Context: an optimization exercise on an open-source flow, tuned for small area. The choices shown serve that exercise and are no tape-out recipe.
In this exercise RTL edits were held to simulation tests only and were not proved equivalent to the original.
No activity file was given, so power comes from the tool's default toggle rates.

== v57 ==
## riscvCpu
module riscvCpu #(parameter PC_WIDTH = 32, INS_WIDTH = 32, REG_WIDTH = 32, IMMFULLWIDTH = 19, REG_ADDR_WIDTH = 5, TOTAL_REGS = 32) (
  input logic resetn,
  input logic clk,
  input logic [REG_WIDTH-1:0] regRdData1,
  input logic [REG_WIDTH-1:0] regRdData2,
  input logic [REG_WIDTH-1:0] memrdData,
  input logic [INS_WIDTH-1:0] InstrData,
  output logic [REG_ADDR_WIDTH-1:0] regWrAdr,
  output logic [REG_ADDR_WIDTH-1:0] regRdAdr1,
  output logic [REG_ADDR_WIDTH-1:0] regRdAdr2,
  output logic regWE,
  output logic [REG_WIDTH-1:0] regWrData,
  output logic [PC_WIDTH-1:0] memAdr,
  output logic [REG_WIDTH-1:0] memwrData,
  output logic memWE,
  output logic [PC_WIDTH-1:0] InstrAdr
);
  function automatic logic is_ctrl(input logic [6:0] op);
    is_ctrl = (op == 7'h63) || (op == 7'h6F) || (op == 7'h67);
  endfunction
  logic [31:0] pc;             
  logic [31:0] instr;          
  logic [31:0] ir;             
  logic [31:0] e_rs1, e_rs2;   
  logic [6:0]  e_op;
  logic [4:0]  e_rd, e_ra1, e_ra2;
  logic [2:0]  e_f3;
  logic [6:0]  e_f7;
  logic [31:0] m_res;          
  logic [31:0] badr;           
  logic        dobr;
  logic        m_ctrl, m_load, m_wr, m_fwd;
  logic [4:0]  m_rd;
  logic [31:0] w_val;          
  logic        w_wr;
  logic [4:0]  w_rd;
  logic        f0, f1, f2;     
  logic        d1, d2, d3;     
  logic [1:0]  e_n;            
  logic        e_j;            
  logic w_stall;
  always_comb
  ...
Size in the first run: roughly 1900 cells after synthesis, roughly 310 flip-flops, ~280 I/O pins.
clock: 9.0 ns
lec_check: 0
cap_margin: 0
core_margin: 2
core_utilization: 55
slew_margin: 0
standard.sh (not shown) runs the stock make flow with config.mk's settings and CLKGATE_MAP_FILE= SYNTH_SCRIPT=/design/flow/synth_recipe.tcl, a recipe that flattens the netlist after the stock synthesis.
==> flow/flow/run.sh <==
#!/bin/bash
# Own layout flow: the standard ORFS flow (standard.sh) with these changes
# to how the layout is made:
#  * synthesis is the standard synthesis script with an area-oriented ABC
#    mapping script (flow/synth.tcl, flow/abc_area.script); registers are
#    unchanged;
#  * the input and output port buffers are the platform's smallest buffer
#    (sky130_fd_sc_hd__buf_1) instead of the delay buffer buffer_ports picks;
#  * clock tree synthesis inserts no dummy loads and builds the tree from
#    sky130_fd_sc_hd__clkbuf_8 buffers, in sink clusters of up to 20 within 60 um.
# make's full output goes to make_finish.log here; each ORFS step's log is
# copied here too.
set -euo pipefail
export FLOW_WORK="$PWD"
export FLOW_ABC_SCRIPT="$PWD/flow/abc_area.script"
bash standard.sh \
  "SYNTH_SCRIPT=$PWD/flow/synth.tcl" \
  "BUFFER_PORTS_ARGS=-buffer_cell sky130_fd_sc_hd__buf_1" \
  "CTS_ARGS=-sink_clustering_enable -repair_clock_nets -dont_use_dummy_load -buf_list sky130_fd_sc_hd__clkbuf_8 -sink_clustering_size 20 -sink_clustering_max_diameter 60" \
  finish > make_finish.log 2>&1
cp orfs/logs/sky130hd/riscvCpu/base/*.log . 2>/dev/null || true
==> flow/flow/abc_area.script <==
strash
&get -n
&st
&syn2
&dch -f
&nf -a
&put
topo
dnsize -c
==> flow/flow/synth.tcl <==
# The standard synthesis (synth_recipe.tcl, sourced unchanged), with one
# change: Yosys's abc pass maps the combinational logic with the
# area-oriented ABC script in abc_area.script instead of ORFS's script.
# Flip-flops are mapped before abc runs, so the registers, their names and
# their cell types are exactly those of the standard synthesis.
proc abc {args} {
  set i [lsearch -exact $args -script]
  if { $i >= 0 } {
    set args [lreplace $args [expr {$i + 1}] [expr {$i + 1}] $::env(FLOW_ABC_SCRIPT)]
  }
  yosys abc {*}$args
}
source $::env(FLOW_WORK)/synth_recipe.tcl
v57 did not stop at any stage, and its layout met the timing, design-rule and antenna checks.
Relative to v57, the following input files were edited for v14:
- CORE_UTILIZATION now 40, was 55
--- a/flow/flow/run.sh
+++ b/flow/flow/run.sh
@@ -10 +10 @@
-#    sky130_fd_sc_hd__clkbuf_8 buffers, in sink clusters of up to 20 within 60 um.
+#    sky130_fd_sc_hd__clkbuf_4 buffers.
@@ -19 +19 @@
-  "CTS_ARGS=-sink_clustering_enable -repair_clock_nets -dont_use_dummy_load -buf_list sky130_fd_sc_hd__clkbuf_8 -sink_clustering_size 20 -sink_clustering_max_diameter 60" \
+  "CTS_ARGS=-sink_clustering_enable -repair_clock_nets -dont_use_dummy_load -buf_list sky130_fd_sc_hd__clkbuf_4" \
Of v14 and v57, the run reporting the lower post-detailed-placement cell area was v57. Run comparison: v14 critical path class reg -> out; v57 critical path class reg -> reg. Going from v57 to v14, wire length after detailed routing increased by about 9% relative to the old numbers, first-iteration DRC count moved down, global-route usage lost 7.9 points, number of inserted filler cells in the final layout moved up.
Relative to v14, the following input files were edited for v17:
- CORE_UTILIZATION: 40 -> 65
--- a/flow/flow/run.sh
+++ b/flow/flow/run.sh
@@ -10 +10 @@
-#    sky130_fd_sc_hd__clkbuf_4 buffers.
+#    sky130_fd_sc_hd__clkbuf_8 buffers, in sink clusters of up to 16 within 50 um.
@@ -19 +19 @@
-  "CTS_ARGS=-sink_clustering_enable -repair_clock_nets -dont_use_dummy_load -buf_list sky130_fd_sc_hd__clkbuf_4" \
+  "CTS_ARGS=-sink_clustering_enable -repair_clock_nets -dont_use_dummy_load -buf_list sky130_fd_sc_hd__clkbuf_8 -sink_clustering_size 16 -sink_clustering_max_diameter 50" \
Compared with v14, in v17 endpoint arrival time on the critical path picked up an extra 2.29 ns; width of the die lost about 20%; met3 layer usage reported by global route picked up an extra 7.7 points; total number of placement rows lost about 22%; switching power share of the total picked up an extra 0.73 points.
Between v14 and v17, the remaining antenna violation count after routing figures differ only marginally.
v17 ended up with e_op[4]$_DFF_PN0_ as its beginning of the critical path; v14 ended up with pc[2]$_DFFE_PN0P_.
Via count (higher): v17
Compared with v14, v17 shows a lower cell-internal power.
v17 — first-pass GRT wire length 5.0% lower, v14 as reference
v17 ends up with a starting density of the core that is 26 points higher than in v14.
As of v17, die area had fallen by more than a quarter compared to v14.
## Diff of input files: v58 against v17
- CORE_UTILIZATION: 65 -> 40
- GPL_TIMING_DRIVEN: unset -> 0
--- a/flow/flow/run.sh
+++ b/flow/flow/run.sh
@@ -10 +10 @@
-#    sky130_fd_sc_hd__clkbuf_8 buffers, in sink clusters of up to 16 within 50 um.
+#    sky130_fd_sc_hd__clkbuf_4 buffers.
@@ -19 +19 @@
-  "CTS_ARGS=-sink_clustering_enable -repair_clock_nets -dont_use_dummy_load -buf_list sky130_fd_sc_hd__clkbuf_8 -sink_clustering_size 16 -sink_clustering_max_diameter 50" \
+  "CTS_ARGS=-sink_clustering_enable -repair_clock_nets -dont_use_dummy_load -buf_list sky130_fd_sc_hd__clkbuf_4" \
--- outcome ---
v58 finished every stage and its layout cleared the timing, design-rule and antenna checks. Placed instance count: lower on v17. Compared with v17, v58 shows a routing usage on met3 that is 8.2 points lower. Lower setup slack after layout among v17 and v58: v58. Summary — relative slew slack, v58 relative to v17: lower, by 8.4 points. [compare] base=v17 new=v58: worst slack on hold paths up 0.0034 ns, H-tree depth now larger, utilization now smaller, fmax comparable.
The following lists how v48 was set up differently from v58:
- changing CORE_UTILIZATION from 40 to 55
- removing GPL_TIMING_DRIVEN (formerly 0)
[summary]
v48 reached the end of the flow, and the finished layout is clean on the timing, design-rule and antenna checks.
Re final area: v58 was higher than v48.
The setup slack of the critical path after layout reported for v48 is smaller than that of v58 by 0.041 ns.
Of v58 and v48, v58 shows the lower post-layout net count, with v48 above it.
[v48] met3 usage in global routing rose 4.1 points relative to v58
Input changes introduced in v12 (baseline for comparison: v48):
--- a/flow/flow/run.sh
+++ b/flow/flow/run.sh
@@ -10 +10 @@
-#    sky130_fd_sc_hd__clkbuf_4 buffers.
+#    sky130_fd_sc_hd__clkbuf_8 buffers, in sink clusters of up to 16 within 50 um.
@@ -19 +19 @@
-  "CTS_ARGS=-sink_clustering_enable -repair_clock_nets -dont_use_dummy_load -buf_list sky130_fd_sc_hd__clkbuf_4" \
+  "CTS_ARGS=-sink_clustering_enable -repair_clock_nets -dont_use_dummy_load -buf_list sky130_fd_sc_hd__clkbuf_8 -sink_clustering_size 16 -sink_clustering_max_diameter 50" \
==> notes.md <==
From v12 to v48, initial antenna violation count did not move at all. Compared v48 against v12; switching part of the total within noise. Of v12 and v48, it is v12 that has the lower first-pass GRT wire length. The post-CTS setup buffer count of v12 falls short of that of v48 by 1. The power consumed by sequential cells of v48 and that of v12 are within noise of each other. According to the power report, total power for v12 is lower than for v48. The data arrival at the endpoint of the critical path in v12 sits 0.07 ns below the value recorded for v48. Flip-flop and latch share of the layout cell area: v12 vs v48 up 0.33 points.


riscvCpu, a different RTL version from the one above (not shown whole).
Size: about 310 flip-flops, about 280 I/O pins.
export LEC_CHECK = 0
export CAP_MARGIN = 20
export CORE_MARGIN = 2
export CORE_UTILIZATION = 40
export SLEW_MARGIN = 20
create_clock -name core_clock -period 9.0 [get_ports {clk}]
==> flow/flow/run.sh <==
#!/bin/bash
# Own layout flow: the standard ORFS flow (standard.sh, standard synthesis
# unchanged) with two changes to how the layout is made:
#  * the input and output port buffers are the platform's smallest buffer
#    (sky130_fd_sc_hd__buf_1) instead of the delay buffer buffer_ports picks;
#  * clock tree synthesis inserts no dummy loads.
# Each tool's full output is kept in a log file in the folder this runs in.
set -euo pipefail
bash standard.sh \
  "BUFFER_PORTS_ARGS=-buffer_cell sky130_fd_sc_hd__buf_1" \
  "CTS_ARGS=-sink_clustering_enable -repair_clock_nets -dont_use_dummy_load" \
  finish > make_finish.log 2>&1
cp orfs/logs/sky130hd/riscvCpu/base/*.log . 2>/dev/null || true
The baseline ran to the end with no violations.
Change:
--- a/flow/flow/run.sh
+++ b/flow/flow/run.sh
@@ -6 +6,2 @@
-#  * clock tree synthesis inserts no dummy loads.
+#  * clock tree synthesis inserts no dummy loads and builds the tree from
+#    sky130_fd_sc_hd__clkbuf_4 buffers.
@@ -11 +12 @@
-  "CTS_ARGS=-sink_clustering_enable -repair_clock_nets -dont_use_dummy_load" \
+  "CTS_ARGS=-sink_clustering_enable -repair_clock_nets -dont_use_dummy_load -buf_list sky130_fd_sc_hd__clkbuf_4" \
Result: Non-clock buffer count increases by 3; synthesized cell count does not change; critical path depth decreases by 1; clock skew increases by 56 ps; design area decreases by about 0.4%; clock-buffer cell count increases by 52.
Change:
==> flow/run.sh (new file) <==
#!/bin/bash
# synth_recipe.tcl (not shown) runs the flow's synth.tcl, then flattens the netlist and writes it again
# the make line also repeats each setting of config.mk as NAME=value (left out here)
make -C /OpenROAD-flow-scripts/flow DESIGN_CONFIG=/design/flow/config.mk WORK_HOME=/design/flow/orfs CLKGATE_MAP_FILE= SYNTH_SCRIPT=/design/flow/synth_recipe.tcl finish
removed: flow/flow/run.sh
removed: flow/standard.sh
After rerunning: Maximum frequency climbs by about 1.1%; global-route usage fell by 0.36 points; core utilization climbs by 3.7 points; design area grows by 8.0%.

port drivers added, routing unchanged:
Ports are ideal in the flow. The routed layouts listed here were re-timed in OpenROAD. Step 1 (the two cells are an assumption about what drives the block):
set clk [get_ports {clk}]
set_driving_cell -lib_cell sky130_fd_sc_hd__clkbuf_16 $clk
set_driving_cell -lib_cell sky130_fd_sc_hd__buf_2 [delete_from_list [all_inputs] $clk]
Step 2 times the ports against the registers' clock, not the clock port: input delays grow and output delays shrink by t, the midpoint of the rising clock arrivals with the driver on. Three values: ideal ports, drivers, drivers and shift; two values: the first two.
run | t (ns) | setup WS [ns] | hold slack, ns | worst setup path at the end | worst slew at a driven data input, ns
v57 | 0.639 | 0.357 / 0.327 / 0.357 | 0.304 / 0.304 / 0.304 | register to register | 0.03
v14 | 0.860 | 0.288 / 0.230 / 0.569 | 0.282 / 0.282 / 0.282 | register to register | 0.05
v17 | 0.649 | 0.262 / 0.230 / 0.262 | 0.281 / 0.281 / 0.281 | register to register | 0.05
v58 | 0.859 | 0.246 / 0.189 / 0.330 | 0.284 / 0.284 / 0.284 | register to register | 0.04
v48 | 0.819 | 0.204 / 0.152 / 0.374 | 0.262 / 0.262 / 0.262 | register to register | 0.03
v12 | 0.664 | 0.274 / 0.222 / 0.297 | 0.319 / 0.319 / 0.319 | register to register | 0.03
the first run of note 2 | 0.606 | 0.234 / 0.174 / 0.353 | 0.316 / 0.316 / 0.316 | register to register | 0.05
the second run of note 2 | 0.856 | 0.050 / -0.004 / 0.401 | 0.305 / 0.305 / 0.305 | register to register | 0.05
the third run of note 2 | 0.617 | 0.145 / 0.082 / 0.262 | 0.314 / 0.314 / 0.314 | register to register | 0.05
After both steps setup and hold are still met in every run listed.
